This design comes from an exercise in tuning for small area and a short achievable clock period on the open sky130 flow, not from production work.
The RTL was checked by simulation tests, not by an equivalence proof against the original design.
Power is estimated from default activity; no workload was simulated.

Setup of the reference run:
==> flow/design.v (excerpt) <==
module pe_array_top #(parameter NPE = 4)
                   (input logic clk,
                    input logic rst_n,
                    input logic rst_n_pe,
                    input logic [3:0] conv_num,
                    input logic partial_en_control,
                    input logic [NPE*16-1:0]data_readw_weight,
                    input logic [15:0]data_readi_input,
                    output logic [15:0]data_write_output,
                    output logic [16:0]addr_readi_input,
                    output logic [16:0]addr_readw_weight,
                    output logic [14:0]addr_write_output,
                    output logic [1:0]byteenable_readi_input,
                    output logic [NPE*2-1:0]byteenable_readw_weight,
		            output logic [1:0]byteenable_write_output,
                    input logic [16:0]addr_readi_control,
                    input logic [16:0]addr_readw_control,
                    input logic [14:0]addr_write_control,
                    input logic pool_en_control,
                    input logic relu_en_control,
                    input logic output_en_control,
		            input logic waitrequest_output,
		            input logic waitrequest_input,
		            input logic waitrequest_weight,
                    input logic en_write_control,
                    input logic en_readi_control,
                    input logic en_readw_control,
                    input logic readdatavalid_input,
                    input logic readdatavalid_weight,
                    output logic write_output,
                    output logic read_readw_weight,
                    output logic read_readi_input,
                    output logic chipselect_input,
                    output logic chipselect_weight,
                    output logic chipselect_output,
                    output logic readdatavalid_out_input,
                    output logic readdatavalid_out_weight
                    );
==> module p1024_to_s16, before the edit <==
module p1024_to_s16 #(parameter NPE = 4)(
	input  logic              clk,
	input  logic              rst_n,
	input  logic [NPE*16-1:0] datain_pe,
	input  logic              input_en_control,
	output logic              capture,
	input  logic [14:0]       addr_in_control,
	input  logic              pool_en,
	input  logic              output_en,
	output logic [15:0]       writedata_output,
	output logic [14:0]       address_output,
	output logic              write_output,
	input  logic              waitrequest_output,
	output logic [1:0]        byteenable_output,
	output logic              chipselect
);
	localparam logic [2:0] IDLE = 3'd0, POOL_INIT = 3'd1, POOL = 3'd2, OUT0 = 3'd3;
	localparam logic [2:0] OUTN = OUT0 + NPE;
	logic [2:0]  state;
	logic [NPE*16-1:0] buffer_out_n;    
	logic [14:0] address_output_in;
	assign byteenable_output = 2'b11;
	assign write_output = 1'b1;
	assign chipselect = 1'b0;
	assign capture = (state == IDLE) & input_en_control;
	function automatic logic greater(input logic [15:0] x, input logic [15:0] y);
		logic [15:0] a, b, g, e;
		a = {~x[15], x[14:0]};
		b = {~y[15], y[14:0]};
		g = a & ~b;
		e = ~(a ^ b);
		for (int w = 1; w < 16; w = w * 2)
			for (int i = 0; i < 16; i += 2 * w) begin
				g[i] = g[i + w] | (e[i + w] & g[i]);
				e[i] = e[i + w] & e[i];
			end
		greater = g[0];
	endfunction
	always_ff @(posedge clk) begin
		if (capture)
			address_output_in <= addr_in_control;
		else if (state >= OUT0 && state != OUTN && output_en && !waitrequest_output)
			address_output_in <= address_output_in + 15'd2;
	end
	always_ff @(posedge clk) begin
		if (!rst_n) begin
			state <= IDLE;
			buffer_out_n <= '1;
			address_output <= '0;
			writedata_output <= '0;
		end else begin
			case (state)
				IDLE: if (input_en_control) state <= POOL_INIT;
				POOL_INIT: state <= POOL;
				POOL: begin
					for (int k = 0; k < NPE; k++)
						if (!pool_en || greater(datain_pe[k*16 +: 16], ~buffer_out_n[k*16 +: 16]))
							buffer_out_n[k*16 +: 16] <= ~datain_pe[k*16 +: 16];
					state <= OUT0;
				end
				default: begin
					if (!output_en)
						state <= IDLE;
					else if (!waitrequest_output) begin
						if (state == OUTN)
							state <= IDLE;
						else begin
							address_output   <= address_output_in;
							writedata_output <= ~buffer_out_n[15:0];
							buffer_out_n     <= {16'hffff, buffer_out_n[NPE*16-1:16]};
							state            <= state + 3'd1;
						end
					end
				end
			endcase
		end
	end
endmodule
clock: 10.0 ns
lec_check: 0
cap_margin: 20
core_margin: 2
core_utilization: 55
slew_margin: 20
standard.sh (not shown) runs the stock make flow with config.mk's settings and CLKGATE_MAP_FILE= SYNTH_SCRIPT=/design/flow/synth_recipe.tcl, a recipe that flattens the netlist after the stock synthesis.
==> flow/flow/run.sh <==
#!/bin/bash
# Standard synthesis unchanged, then the standard layout steps with other settings.
set -eo pipefail
bash standard.sh synth > synth.log 2>&1
bash standard.sh BUFFER_PORTS_ARGS="-buffer_cell sky130_fd_sc_hd__buf_1" SETUP_SLACK_MARGIN=5.8 CTS_ARGS="-sink_clustering_enable -repair_clock_nets -dont_use_dummy_load -buf_list sky130_fd_sc_hd__clkbuf_8 -sink_clustering_size 10 -sink_clustering_max_diameter 50" finish > layout.log 2>&1
--- input diff the reference run..the trial run ---
--- a/flow/design.v
+++ b/flow/design.v
@@ -1211,61 +1211,48 @@
 	output logic              chipselect
 );
 	localparam logic [2:0] IDLE = 3'd0, POOL_INIT = 3'd1, POOL = 3'd2, OUT0 = 3'd3;
 	localparam logic [2:0] OUTN = OUT0 + NPE;
 	logic [2:0]  state;
-	logic [NPE*16-1:0] buffer_out_n;    
+	logic [NPE*16-1:0] buffer_out;
 	logic [14:0] address_output_in;
 	assign byteenable_output = 2'b11;
 	assign write_output = 1'b1;
 	assign chipselect = 1'b0;
 	assign capture = (state == IDLE) & input_en_control;
-	function automatic logic greater(input logic [15:0] x, input logic [15:0] y);
-		logic [15:0] a, b, g, e;
-		a = {~x[15], x[14:0]};
-		b = {~y[15], y[14:0]};
-		g = a & ~b;
-		e = ~(a ^ b);
-		for (int w = 1; w < 16; w = w * 2)
-			for (int i = 0; i < 16; i += 2 * w) begin
-				g[i] = g[i + w] | (e[i + w] & g[i]);
-				e[i] = e[i + w] & e[i];
-			end
-		greater = g[0];
-	endfunction
 	always_ff @(posedge clk) begin
 		if (capture)
 			address_output_in <= addr_in_control;
 		else if (state >= OUT0 && state != OUTN && output_en && !waitrequest_output)
 			address_output_in <= address_output_in + 15'd2;
 	end
 	always_ff @(posedge clk) begin
 		if (!rst_n) begin
 			state <= IDLE;
-			buffer_out_n <= '1;
+			buffer_out <= '0;
 			address_output <= '0;
 			writedata_output <= '0;
 		end else begin
 			case (state)
 				IDLE: if (input_en_control) state <= POOL_INIT;
 				POOL_INIT: state <= POOL;
 				POOL: begin
 					for (int k = 0; k < NPE; k++)
-						if (!pool_en || greater(datain_pe[k*16 +: 16], ~buffer_out_n[k*16 +: 16]))
-							buffer_out_n[k*16 +: 16] <= ~datain_pe[k*16 +: 16];
+						if (!pool_en || {~datain_pe[k*16+15], datain_pe[k*16 +: 15]} > {~buffer_out[k*16+15], buffer_out[k*16 +: 15]})
+							buffer_out[k*16 +: 16] <= datain_pe[k*16 +: 16];
 					state <= OUT0;
 				end
 				default: begin
 					if (!output_en)
 						state <= IDLE;
 					else if (!waitrequest_output) begin
 						if (state == OUTN)
 							state <= IDLE;
 						else begin
 							address_output   <= address_output_in;
-							writedata_output <= ~buffer_out_n[15:0];
-							buffer_out_n     <= {16'hffff, buffer_out_n[NPE*16-1:16]};
+							writedata_output <= buffer_out[15:0];
+							buffer_out       <= buffer_out >> 16;
 							state            <= state + 3'd1;
 						end
 					end
 				end
 			endcase
Findings:
- Taking the reference run as the reference, in the trial run total wire length moved up, clock skew grew by 17 ps, maximum number of pins on one net before global-route repair higher, total track usage grew by 0.36 points, setup slack decreased 14 ps.
- The trial run ends up with a number of global-route vias before repair that is 309 higher than in the reference run.
- Between the reference run and the trial run, the flow reports combinational power increasing by more than 10%.
- [compare] base=the reference run new=the trial run: final cell count without fillers increased 2.6%, first-pass GRT wire length rose by 4000 um, worst hold margin lost 13 ps, via count of the routed design went up by about 2%.
- Compared with the reference run, the trial run shows met2 wirelength from detailed routing lower by 4.2%.

-- static timing again, ports no longer ideal --
The flow's constraints put no driver on any port. The routed layouts listed below were extracted and timed again, unchanged, in two steps. Step 1, drivers: a clkbuf_16 drives clk and a buf_2 each remaining input, both assumed. Step 2 times the ports against the registers' clock, not the clock port: input delays grow and output delays shrink by t, the midpoint of the rising clock arrivals with the driver on. Slacks: ideal ports / drivers / drivers and shift; pairs: ideal ports / drivers.
run | t (ns) | slack for setup (ns) | hold slack, ns
the reference run | 0.807 | 5.799 / 5.766 / 5.611 | 0.446 / 0.446 / 0.446
the trial run | 0.809 | 5.786 / 5.758 / 5.609 | 0.433 / 0.433 / 0.433
After both steps every run listed still meets setup and hold. For the reference run, which loses most, drivers alone change the setup slack by -0.033 ns; drivers and shift together by -0.188 ns.
